From an optimization exercise on the open Yosys and OpenROAD flow, aimed at small area and a short achievable clock period; shortcuts taken in it are not production practice. Where RTL was checked, it was by simulation tests only, not by an equivalence proof against the original.

==> v8 <==
Design enigma_part3, start of the top module:
module enigma_part3(clk, srst_n, load, encrypt, crypt_mode, table_idx, code_in, code_out, code_valid);
clock: 30.0 ns
lec_check: 0
cap_margin: 20
core_margin: 2
core_utilization: 25
place_density: 0.35
slew_margin: 20
tns_end_percent: 5
standard.sh (not shown) runs the stock make flow with config.mk's settings and CLKGATE_MAP_FILE= SYNTH_SCRIPT=/design/flow/synth_recipe.tcl, a recipe that flattens the netlist after the stock synthesis.
==> flow/flow/run.sh <==
#!/bin/bash
# Layout through the standard.sh. Synthesis is the standard flow's script with abc run on
# flow/yos.abc (yosys's default mapping script) instead of ORFS's speed script,
# and with adders left to abc rather than mapped to full-adder cells;
# ports buffered with buf_4; clock tree without dummy loads; timing repair is asked for a setup margin so
# the long paths get sized up.
cd "$(dirname "$0")/.."
export MY_ABC_SCRIPT=$PWD/flow/yos.abc
bash standard.sh SYNTH_SCRIPT=$PWD/flow/my_synth.tcl ADDER_MAP_FILE= synth > synth.log 2>&1
bash standard.sh SETUP_SLACK_MARGIN=15.3 "BUFFER_PORTS_ARGS=-inputs -outputs -buffer_cell sky130_fd_sc_hd__buf_4" "CTS_ARGS=-sink_clustering_enable -repair_clock_nets -dont_use_dummy_load -buf_list sky130_fd_sc_hd__clkbuf_4" finish > standard.log 2>&1
==> flow/flow/my_synth.tcl <==
# The standard flow's synthesis script (synth_recipe.tcl), with abc run on the script named in MY_ABC_SCRIPT.
proc synth {args} { yosys synth -nofsm -noshare {*}$args }

proc abc {args} {
  set i [lsearch -exact $args -script]
  if {$i >= 0 && [info exists ::env(MY_ABC_SCRIPT)] && $::env(MY_ABC_SCRIPT) ne ""} {
    set args [lreplace $args [expr {$i + 1}] [expr {$i + 1}] $::env(MY_ABC_SCRIPT)]
  }
  if {[info exists ::env(MY_ABC_DONT_USE)]} {
    foreach c $::env(MY_ABC_DONT_USE) { lappend args -dont_use $c }
  }
  puts "abc (own script): $args"
  yosys abc {*}$args
}
source $::env(SCRIPTS_DIR)/synth.tcl
# left out here: clear keep_hierarchy, flatten, clean up, hide names made inside functions, write 1_2_yosys.v
==> flow/flow/yos.abc <==
strash
&get -n
&fraig -x
&put
scorr
dc2
dretime
strash
&get -n
&dch -f
&nf
&put
buffer
upsize
dnsize
stime -p
==> v39: changes against v8 <==
--- a/flow/design.v
+++ b/flow/design.v
@@ -12,13 +12,13 @@
 reg idle_q, ready_q;
 reg valid_q;
 reg cm_q;
 reg [5:0] z_q;
 reg [1:0] dA_q;
 reg [2:0] rB_q;
-reg [7:0] bhi_q, blo_q;
+reg [63:0] hb_q;
 reg [5:0] pb [0:31];
 reg [5:0] a0 [0:63];
 reg [5:0] br [0:63];
 wire [5:0] bx [0:63];
 wire in_load = ~idle_q & ~ready_q & load;
 wire ld_pb = in_load & (table_idx == 2'd0);
@@ -37,29 +37,22 @@
     for (q = 0; q < 32; q = q + 1)
       if (mt[q ^ 1]) r = r | pb[q];
     pbl = (|mt) ? r : x;
   end
 endfunction
 reg [5:0] rotB_b;
+reg [5:0] ka;
 always @* begin
   rotB_b = 6'd0;
-  for (k = 0; k < 8; k = k + 1) begin
-    if (bhi_q[k]) rotB_b[5:3] = rotB_b[5:3] | k[2:0];
-    if (blo_q[k]) rotB_b[2:0] = rotB_b[2:0] | k[2:0];
-  end
-end
-reg [5:0] ka;
-always @* begin
+  for (k = 0; k < 64; k = k + 1)
+    if (hb_q[k]) rotB_b = rotB_b | k[5:0];
   ka = 6'd0;
   for (k = 0; k < 64; k = k + 1)
     if (a0[k] == rotB_b) ka = ka | k[5:0];
 end
-wire [3:0] blo_s = {1'b0, ka[2:0]} + {1'b0, z_q[2:0]};
-wire [2:0] bhi_s0 = ka[5:3] + z_q[5:3];
-wire [2:0] bhi_s1 = bhi_s0 + 3'd1;
-wire [5:0] rotA_b = {blo_s[3] ? bhi_s1 : bhi_s0, blo_s[2:0]};
+wire [5:0] rotA_b = ka + z_q;
 assign code_out = {6{valid_q}} & pbl(rotA_b);
 wire [1:0] d_a = valid_q ? (cm_q ? rotB_b[1:0] : dA_q) : 2'd0;
 wire [5:0] y_f = z_q + {4'd0, d_a};
 wire [2:0] m_e = valid_q ? (rB_q[2:0] ^ {3{cm_q}}) : 3'd0;
 wire [7:0] oh = {8{sym}} & (8'd1 << m_e);
 wire hold = ~sym & ~ld_b;
@@ -68,23 +61,15 @@
 wire [3:0] alo = {1'b0, pbo[2:0]} + {1'b0, w_f[2:0]};
 wire [2:0] ahi0 = pbo[5:3] + w_f[5:3];
 wire [2:0] ahi1 = ahi0 + 3'd1;
 reg [5:0] ag [0:7];
 always @* for (k = 0; k < 8; k = k + 1) ag[k] = a0[{k[2:0], alo[2:0]}];
 wire [5:0] rotA_o = alo[3] ? ag[ahi1] : ag[ahi0];
-reg [5:0] bm1 [0:7];
-always @* for (k = 0; k < 8; k = k + 1) bm1[k] = bx[{k[2:0], rotA_o[2:0]}];
-wire [5:0] rotB_o = bm1[rotA_o[5:3]];
-reg [7:0] bhi, blo;
-always @* begin
-  bhi = 8'd0; blo = 8'd0;
-  for (k = 0; k < 64; k = k + 1) if (bx[k] == ~rotB_o) begin
-    bhi[k >> 3] = 1'b1;
-    blo[k & 7] = 1'b1;
-  end
-end
+wire [5:0] rotB_o = bx[rotA_o];
+reg [63:0] hb;
+always @* for (k = 0; k < 64; k = k + 1) hb[k] = (bx[k] == ~rotB_o);
 assign bx[0] = ({6{oh[0]|oh[5]}} & br[20]) | ({6{oh[1]|oh[6]}} & br[21]) | ({6{oh[2]}} & br[22]) | ({6{oh[3]}} & br[17]) | ({6{oh[4]}} & br[16]) | ({6{oh[7]}} & br[19]) | ({6{hold}} & br[0]) | ({6{ld_b}} & br[63]);
 assign bx[1] = ({6{oh[0]}} & br[50]) | ({6{oh[1]|oh[6]}} & br[51]) | ({6{oh[2]}} & br[48]) | ({6{oh[3]|oh[7]}} & br[53]) | ({6{oh[4]}} & br[54]) | ({6{oh[5]}} & br[55]) | ({6{hold}} & br[1]) | ({6{ld_b}} & br[46]);
 assign bx[2] = ({6{oh[0]|oh[3]}} & br[8]) | ({6{oh[1]}} & br[9]) | ({6{oh[2]}} & br[10]) | ({6{oh[4]}} & br[12]) | ({6{oh[5]}} & br[13]) | ({6{oh[6]}} & br[14]) | ({6{oh[7]}} & br[15]) | ({6{hold}} & br[2]) | ({6{ld_b}} & br[62]);
 assign bx[3] = ({6{oh[0]|oh[5]}} & br[36]) | ({6{oh[1]|oh[6]}} & br[37]) | ({6{oh[2]}} & br[38]) | ({6{oh[3]}} & br[33]) | ({6{oh[4]}} & br[32]) | ({6{oh[7]}} & br[35]) | ({6{hold}} & br[3]) | ({6{ld_b}} & br[9]);
 assign bx[4] = ({6{oh[0]|oh[3]}} & br[48]) | ({6{oh[1]}} & br[49]) | ({6{oh[2]}} & br[50]) | ({6{oh[4]}} & br[52]) | ({6{oh[5]}} & br[53]) | ({6{oh[6]}} & br[54]) | ({6{oh[7]}} & br[55]) | ({6{hold}} & br[4]) | ({6{ld_b}} & br[1]);
 assign bx[5] = ({6{oh[0]}} & br[26]) | ({6{oh[1]|oh[6]}} & br[27]) | ({6{oh[2]}} & br[24]) | ({6{oh[3]|oh[7]}} & br[29]) | ({6{oh[4]}} & br[30]) | ({6{oh[5]}} & br[31]) | ({6{hold}} & br[5]) | ({6{ld_b}} & br[47]);
@@ -160,14 +145,13 @@
 always @(posedge clk) begin
   z_q <= ld_a ? 6'd0 : (sym ? y_f : z_q) + 6'd1;
   if (sym) begin
     cm_q <= crypt_mode;
     dA_q <= rotA_o[1:0];
     rB_q <= rotB_o[2:0];
-    bhi_q <= bhi;
-    blo_q <= blo;
+    hb_q <= hb;
   end
 end
 always @(posedge clk) begin
   if (ld_pb) begin
     for (k = 0; k < 31; k = k + 1) pb[k] <= pb[k + 1];
     pb[31] <= code_in;
==> flow/flow/run.sh (replaced) <==
#!/bin/bash
# Layout through the standard.sh. Synthesis is the standard flow's script with abc run on
# flow/yos.abc (yosys's default mapping script) instead of ORFS's speed script;
# clock tree without dummy loads; timing repair is asked for a setup margin so
# the long paths get sized up.
cd "$(dirname "$0")/.."
export MY_ABC_SCRIPT=$PWD/flow/yos.abc
bash standard.sh SYNTH_SCRIPT=$PWD/flow/my_synth.tcl synth > synth.log 2>&1
bash standard.sh SETUP_SLACK_MARGIN=15 "CTS_ARGS=-sink_clustering_enable -repair_clock_nets -dont_use_dummy_load -buf_list sky130_fd_sc_hd__clkbuf_4" finish > standard.log 2>&1
==> qor summary <==
| item | v8 | v39 |
|---|---|---|
| Origin of the worst setup path | code_in[0] | hb_q[63] |
| Met3 WL | 36,220 µm | 50,110 µm |
| Overall fraction of global-route tracks in use | 30.94% | 32.03% |
| Area after detailed placement | 0.06416 mm² | 0.06540 mm² |
| Fraction of the mapped netlist area in compound gates | 31.38% | 28.32% |
| Result of the run | timing/DRC/antenna clean | timing/DRC/antenna clean |
| Area share of the largest cell type after synthesis | 25.46% | 25.20% |
| Worst setup margin | 15.31 ns | 14.81 ns |
| Sum of routed wire length over all layers | 404,700 µm | 419,700 µm |
| Multi-input gates | 4,954 | 4,632 |
| Slowest cell on the critical path | nor4_1 | a222oi_1 |
| Number of synthesized flops with an enable pin | 212 | 261 |
| Worst reg-to-reg setup slack | 19.65 ns | 19.03 ns |
| Capture point of the worst path | blo_q[1] | code_out[5] |
| GR met3 Demand/Resource | 5.084% | 9.773% |
| Synthesized area | 0.06109 mm² | 0.06172 mm² |
| Metal2 WL | 186,800 µm | 173,100 µm |
| Worst Reg-to-Reg Cells | 29 | 35 |
For v39, only the layout was checked, not whether the RTL still works.

-- afterwards: timing with drivers on the ports --
How much do the figures lean on ideal ports? The routed layouts below were timed once more, with nothing changed but the port constraints.
Step 1 (the two cells are an assumption about what drives the block):
set clk [get_ports {clk}]
set_driving_cell -lib_cell sky130_fd_sc_hd__clkbuf_16 $clk
set_driving_cell -lib_cell sky130_fd_sc_hd__buf_2 [delete_from_list [all_inputs] $clk]
Step 2, shift: input delay + t, output delay - t, t = (earliest + latest rising clock arrival at the registers) / 2. This alone moves slack from input paths to output paths.
Three values: ideal, step 1, step 2; two values: the first two.
run | shift t [ns] | setup slack, ns | latest minus earliest clock arrival (ns)
v8 | 1.423 | 15.313 / 15.334 / 13.941 | 0.188 / 0.188
v39 | 1.450 | 14.813 / 14.726 / 13.437 | 0.219 / 0.219
After both steps setup and hold are still met in every run listed. The setup slack of v39, which loses most, moves by -0.087 ns with the drivers and by -1.376 ns with both steps.
